What follows belongs to an exercise in optimizing a design on an open flow for small area and a short achievable clock period; a production flow would make more cautious choices. The RTL was checked by simulation tests, not by an equivalence proof against the original design.

Setup of v28:
==> flow/design.v (excerpt) <==
module top_module(final_out,clk,reset,load,select,qnan,snan,negzero,poszero,neginfinity,posinfinity,overflow,underflow,a,b);
make LEC_CHECK=0 ABC_AREA=1 CAP_MARGIN=20 CORE_MARGIN=2 CORE_UTILIZATION=40 CTS_BUF_LIST=sky130_fd_sc_hd__clkbuf_8 SLEW_MARGIN=60 finish   # period 110.0 ns
run.sh (not shown) runs the stock make flow with config.mk's settings and CLKGATE_MAP_FILE= SYNTH_SCRIPT=/design/flow/synth_recipe.tcl, a recipe that flattens the netlist after the stock synthesis.
Edits applied to the flow inputs when going from v28 to v49:
Settings: CTS_BUF_LIST: sky130_fd_sc_hd__clkbuf_8 -> unset; CORE_UTILIZATION: 40 -> 65.
Findings:
v49 gives less layout buffer count excluding clock buffers than v28 did.
Comparing worst-case headroom to the max-slew limit for v28 and v49, the smaller number came from v49.
Comparing v49 with v28, the area share of buffers outside the clock network came out essentially unchanged.
The global-route usage reported for v49 is greater than that of v28 by 17 points.
Diff v28 -> v49: clock skew went down 0.069 ns; logic depth of the worst setup path including buffers went down 15%; post-detailed-routing wire length went down 4.7%.
What v20 does differently from v49 at the input level:
Settings: CORE_UTILIZATION changed from 65 to 40; SLEW_MARGIN changed from 60 to 45.
Between v49 and v20, the flow reports final cell count increasing by a little under 10%.
Summary of v20 over v49: count of inserted antenna diode cells fell by 2; later-pin clock latency in the skew report fell 0.03 ns; count of routing violations after the opening detailed-route iteration decreased 3,236.
Higher slew at the pin closest to its max-slew limit was reported by v20, not v49.
Lower post-route clock skew was reported by v49, not v20.
Changes observed in v20 relative to v49: tap cell instance count picked up an extra about 60%, number of buffers added to fix hold violations after cts about even.
Non-clock buffer count grows by a few percent when moving from v49 to v20.
What v13 does differently from v20 at the input level:
Settings: swapping 45 for 60 in SLEW_MARGIN; swapping 40 for 55 in CORE_UTILIZATION.
==> results.txt <==
- Per the comparison of v13 with v20, final area shows a reduction of 0.64%; tapcell count decreased 364; worst path setup slack after routing saw an increase; minimum clock period after layout went down 1.25 ns.
- For v13, the critical path class was flop to output port, unlike v20, where it was input port to flop.

* * *

Setup of xenon:
top_module, a different RTL version from the one above (not shown whole).
Size in the first run: ~6200 cells after synthesis, roughly 270 flip-flops, ~110 I/O pins, about 0.043 mm² of cells after synthesis.
Settings: LEC_CHECK=0, ABC_AREA=1, CAP_MARGIN=70, CORE_MARGIN=2, CORE_UTILIZATION=40, SLEW_MARGIN=85; clock period 110.0 ns.
xenon did not stop at any stage, and its layout met the timing, design-rule and antenna checks.
[inputs] sierra vs xenon
--- a/flow/config.mk
+++ b/flow/config.mk
@@ -8,5 +8,5 @@
 export ABC_AREA = 1
-export CAP_MARGIN = 70
+export CAP_MARGIN = 50
 export CORE_MARGIN = 2
 export CORE_UTILIZATION = 40
-export SLEW_MARGIN = 85
+export SLEW_MARGIN = 75
Notes after the runs:
- Looking at count of nets after finishing, sierra sits 511 lower than xenon does.
- The higher pre-CTS setup slack came out of sierra.
- Total routed wirelength of sierra falls short of that of xenon by a little under 10%.
- Compared with xenon, sierra shows a relative area change from synthesis to final layout that is 39 points lower.
- Critical path depth (sierra / xenon): 2.0
- Against xenon, detailed placer's ending HPWL in sierra came out better.
- The run with more setup slack is sierra; xenon has less.
[inputs] indigo vs sierra
--- a/flow/config.mk
+++ b/flow/config.mk
@@ -8,5 +8,5 @@
 export ABC_AREA = 1
-export CAP_MARGIN = 50
+export CAP_MARGIN = 20
 export CORE_MARGIN = 2
 export CORE_UTILIZATION = 40
-export SLEW_MARGIN = 75
+export SLEW_MARGIN = 20
[summary]
Per the comparison of indigo with sierra, synthesis-to-finish area growth shows a reduction of 6.5 points; smallest hold slack grew by 0.012 ns; design area now smaller.
diff inputs: indigo => juniper
--- a/flow/config.mk
+++ b/flow/config.mk
@@ -11,2 +11,2 @@
 export CORE_UTILIZATION = 40
-export SLEW_MARGIN = 20
+export SLEW_MARGIN = 60
Results
Looking at the reports, juniper completed the entire flow and the layout it produced met the timing, design-rule and antenna checks.
Comparing juniper and indigo, design area is higher on juniper.
Where shortest clock period the worst path allows after layout is concerned, indigo is outperformed by juniper.
The worst setup slack of juniper was superior to that of indigo.
| count of fill cells added during filler insertion | juniper vs indigo | ≈ equal |
In the reports for juniper and indigo, the smaller headroom to the max-slew limit belongs to indigo.
Going from indigo to juniper, worst-skew pair later-pin latency held; critical path depth in cells went down; routed metal-1 wirelength barely changed; post-cts sizing count stayed essentially flat.

## port drivers added, routing unchanged
How much do the figures lean on ideal ports? The routed layouts below were timed once more, with nothing changed but the port constraints. Step 1 (the two cells are an assumption about what drives the block):
set clk [get_ports {clk}]
set_driving_cell -lib_cell sky130_fd_sc_hd__clkbuf_16 $clk
set_driving_cell -lib_cell sky130_fd_sc_hd__buf_2 [delete_from_list [all_inputs] $clk]
Step 2 times the ports against the registers' clock, not the clock port: input delays grow and output delays shrink by t, the midpoint of the rising clock arrivals with the driver on. Slacks: ideal / step 1 / step 2; pairs: ideal / step 1.
run | shift t [ns] | slack for setup (ns) | hold WS [ns] | worst setup path after step 2
v28 | 0.732 | 69.688 / 69.738 / 69.007 | 0.397 / 0.397 / 0.397 | input to register
v49 | 0.689 | 69.620 / 69.549 / 69.350 | 0.429 / 0.429 / 0.429 | input to register
v20 | 0.634 | 68.869 / 68.912 / 68.278 | 0.373 / 0.373 / 0.373 | input to register
v13 | 0.676 | 70.118 / 70.047 / 69.723 | 0.385 / 0.385 / 0.385 | input to register
xenon | 0.631 | 63.229 / 63.157 / 63.788 | 0.430 / 0.430 / 0.430 | register to output
sierra | 0.629 | 70.316 / 70.316 / 70.316 | 0.400 / 0.400 / 0.400 | register to register
indigo | 0.617 | 67.977 / 67.977 / 67.977 | 0.411 / 0.411 / 0.411 | register to register
juniper | 0.611 | 69.192 / 69.192 / 69.192 | 0.396 / 0.396 / 0.396 | register to register
After both steps every run listed still meets setup and hold. For v28, which loses most, drivers alone change the setup slack by +0.050 ns; drivers and shift together by -0.681 ns.
